This is an optimization exercise on Yosys and OpenROAD, whose aim is small area, a short achievable clock period and few clock cycles, not a production implementation.
In this exercise RTL edits were held to simulation tests only and were not proved equivalent to the original.
The clock port is modelled as an ideal driver; clocking choices that lean on that would not hold on a real chip.
Power is estimated from default activity; no workload was simulated.

Setup of garnet:
Design day1_2, start of the top module:
module day1_2 (
    input  logic clk,
    input  logic rst,
    input  logic tvalid_rx,
    output logic tready_rx,
    input  logic [7:0] tdata_rx,
    input  logic tlast_rx,
    output logic tvalid_tx,
    input  logic tready_tx,
    output logic [31:0] tdata_tx,
    output logic tlast_tx
);
  logic       tv;           
  logic       tl;           
  logic       tn;           
  logic [4:0] td;           
  logic       rst_q;
  always_ff @(posedge clk) begin
    rst_q <= rst;
    tv <= tvalid_rx & ~rst;
    tl <= tlast_rx;
    tn <= ~tdata_rx[6];
    td <= tdata_rx[4:0];
  end
  logic [4:0] st;           
  logic [4:0] ns;
  logic       wf;           
  logic [3:0] wd;           
  wire l_e = (td == 5'd5);
  wire l_f = (td == 5'd6);
  wire l_g = (td == 5'd7);
  wire l_h = (td == 5'd8);
  wire l_i = (td == 5'd9);
  wire l_n = (td == 5'd14);
  wire l_o = (td == 5'd15);
  wire l_r = (td == 5'd18);
  wire l_s = (td == 5'd19);
  wire l_t = (td == 5'd20);
  wire l_u = (td == 5'd21);
  wire l_v = (td == 5'd22);
  wire l_w = (td == 5'd23);
  wire l_x = (td == 5'd24);
  wire l_z = (td == 5'd26);
  wire s_root = (st == 5'd0);
  wire s_e = (st == 5'd4);
  wire s_f = (st == 5'd15);
  wire s_n = (st == 5'd13);
  wire s_o = (st == 5'd8);
  wire s_s = (st == 5'd27);
  wire s_t = (st == 5'd30);
  wire s_z = (st == 5'd26);
  wire s_ei = (st == 5'd21);
  wire s_fi = (st == 5'd10);
  wire s_fo = (st == 5'd14);
  wire s_ni = (st == 5'd31);
  wire s_on = (st == 5'd1);
  wire s_se = (st == 5'd29);
  wire s_si = (st == 5'd6);
  wire s_th = (st == 5'd28);
  wire s_tw = (st == 5'd2);
  wire s_ze = (st == 5'd25);
  wire s_eig = (st == 5'd17);
  wire s_fiv = (st == 5'd5);
  wire s_fou = (st == 5'd20);
  wire s_nin = (st == 5'd9);
  wire s_sev = (st == 5'd3);
  wire s_thr = (st == 5'd12);
  wire s_zer = (st == 5'd16);
  wire s_eigh = (st == 5'd24);
  wire s_seve = (st == 5'd23);
  wire s_thre = (st == 5'd19);
  assign ns[0] = (l_e & (s_s | s_z | s_sev | s_thr)) | l_f | (l_g & (s_ei)) | (l_i & (s_e | s_n | s_on | s_se | s_ze | s_nin | s_seve | s_thre)) | l_n | l_s | (l_v & (s_fi | s_se));
  assign ns[1] = (l_e & (s_sev | s_thr)) | l_f | (l_i & (s_f | s_n | s_s | s_on | s_nin)) | (l_o & (s_f)) | l_s | l_t | (l_v & (s_se)) | (l_w & (s_t)) | l_z;
  ...
For scale: ~340 cells after synthesis, ~48 I/O pins.
export LEC_CHECK = 0
export CAP_MARGIN = 20
export CORE_MARGIN = 2
export CORE_UTILIZATION = 40
export SLEW_MARGIN = 20
create_clock -name core_clock -period 10.0 [get_ports {clk}]
standard.sh (not shown) runs the stock make flow with config.mk's settings and CLKGATE_MAP_FILE= SYNTH_SCRIPT=/design/flow/synth_recipe.tcl, a recipe that flattens the netlist after the stock synthesis.
==> flow/flow/run.sh <==
#!/bin/bash
# Layout flow: the standard synthesis, then its combinational logic re-optimised for area
# with ABC (registers, their names and cell types kept), then the standard layout with
# small port buffers, a two-buffer clock tree (flow/clk2.tcl, run before CTS) and a
# tighter setup target for repair_timing.
set -euo pipefail
R=orfs/results/$FLOW_PLATFORM/day1_2/base
bash standard.sh synth > synth.log 2>&1
cp $R/1_2_yosys.v $R/1_2_yosys.std.v
LIB=$FLOW_HOME/platforms/$FLOW_PLATFORM/lib/sky130_fd_sc_hd__tt_025C_1v80.lib \
IN=$R/1_2_yosys.std.v OUT=$R/1_2_yosys.v yosys -c flow/resyn.tcl > resyn.log 2>&1
rm -f $R/1_synth.odb $R/1_synth.sdc
bash standard.sh BUFFER_PORTS_ARGS="-buffer_cell sky130_fd_sc_hd__buf_1" SETUP_SLACK_MARGIN=7.3 \
  PRE_CTS_TCL=$PWD/flow/clk2.tcl \
  CTS_ARGS="-sink_clustering_enable -repair_clock_nets -dont_use_dummy_load" finish > standard.log 2>&1
==> flow/flow/area.abc <==
strash
&get -n
&deepsyn -J 200 -S 1 -T 600
&put
dc2
dch -f
map -D 1800
topo
Other scripts of this flow, unchanged in this note and not shown: flow/flow/clk2.tcl, flow/flow/resyn.tcl
garnet: PASS, flow complete, no timing, DRC or antenna violations
Testbench counts of garnet, summed over its fixed seeds: cycles 33,500.
Input changes introduced in fjord (baseline for comparison: garnet):
-- flow/flow/run.sh --
<<< garnet, line 13
bash standard.sh BUFFER_PORTS_ARGS="-buffer_cell sky130_fd_sc_hd__buf_1" SETUP_SLACK_MARGIN=7.3 \
>>> fjord, line 13
bash standard.sh BUFFER_PORTS_ARGS="-buffer_cell sky130_fd_sc_hd__buf_1" SETUP_SLACK_MARGIN=7.2 \
-- flow/flow/area.abc --
<<< garnet, line 7
map -D 1800
>>> fjord, line 7
map -D 1700
Findings:
- Compared with garnet, in fjord number of global-route vias before repair rose 2.7%; final clock period utilization by the worst path +0.17 points; signed area change from the synthesized netlist to the final layout dropped 3.2 points; routed wire length rose 4.6%.
- Between fjord and garnet, it is fjord whose part of the total power dissipated in the clock network is higher, by 0.2 points.
- In fjord, fmax is lower than in garnet.
- STATUS setup slack: fjord loses against garnet
- On time the worst path needs with I/O delays and setup, fjord does worse than garnet.
- Die area ends up higher on fjord.
The inputs of onyx differ from those of fjord as listed below.
-- flow/flow/run.sh --
<<< fjord, line 3
# with ABC (registers, their names and cell types kept), then the standard layout with
>>> onyx, line 3
# with ABC (deepsyn, then mapping at a 1.8 ns target; registers, their names and cell types
# kept), then the standard layout with
-- flow/flow/area.abc --
<<< fjord, line 7
map -D 1700
>>> onyx, line 7
map -D 1800
==> comparison <==
Compared with fjord, onyx degrades worst setup slack after layout.
In the tables for fjord and onyx, leakage power summed over all cells reads lower with fjord.
Going from fjord to onyx, fill cell instance count of the final layout grows by about 5%.
Going from fjord to onyx, ratio of routed vias to standard cells shrank by about 1.6%; flop-to-flop setup slack essentially unchanged.
On combinational share of power, fjord tracks onyx almost exactly.
Synthesized cell count: lower on onyx
Sequential power: onyx vs fjord — no meaningful difference
Between fjord and onyx, the flow reports die height decreasing slightly.
Final instance area: onyx vs fjord, no meaningful difference
Sort fjord and onyx by combinational power, ascending, and onyx comes first.
Changes in quartz relative to onyx:
-- flow/flow/run.sh --
<<< onyx, line 3
# with ABC (deepsyn, then mapping at a 1.8 ns target; registers, their names and cell types
# kept), then the standard layout with
>>> quartz, line 3
# with ABC (registers, their names and cell types kept), then the standard layout with
Results
- quartz finished end to end and its layout was clean on timing, DRC and antenna.
- Comparing onyx against quartz, there is no change at all in clock skew.
- From quartz to onyx, total overflow reported by the global router did not move at all.
- Changes observed in quartz relative to onyx: power drawn by the clock network about even; share of power burned in the clock network about even; count of cells along the worst register-to-register path about even; sequential share of layout area about even; required time of the critical path about even.
- Diff onyx..quartz | data arrival time of the worst path | negligible

static timing again, ports no longer ideal:
Ports are ideal in the flow. The routed layouts listed here were re-timed in OpenROAD. Step 1 sets driving cells, clkbuf_16 on the clock port and buf_2 on the other inputs (assumed; they add their load-dependent delay and slew). Step 2 times the ports against the registers' clock, not the clock port: input delays grow and output delays shrink by t, the midpoint of the rising clock arrivals with the driver on. Three values: ideal, step 1, step 2; two values: the first two.
run | shift t [ns] | setup WS [ns] | hold WS [ns] | worst data-port slew with drivers (ns)
garnet | 0.200 | 7.331 / 7.283 / 7.483 | 0.413 / 0.413 / 0.413 | 0.04
fjord | 0.198 | 7.314 / 7.268 / 7.393 | 0.408 / 0.408 / 0.408 | 0.04
onyx | 0.199 | 7.295 / 7.247 / 7.396 | 0.411 / 0.411 / 0.411 | 0.04
quartz | 0.199 | 7.295 / 7.247 / 7.396 | 0.411 / 0.411 / 0.411 | 0.04
After both steps setup and hold are still met in every run listed.
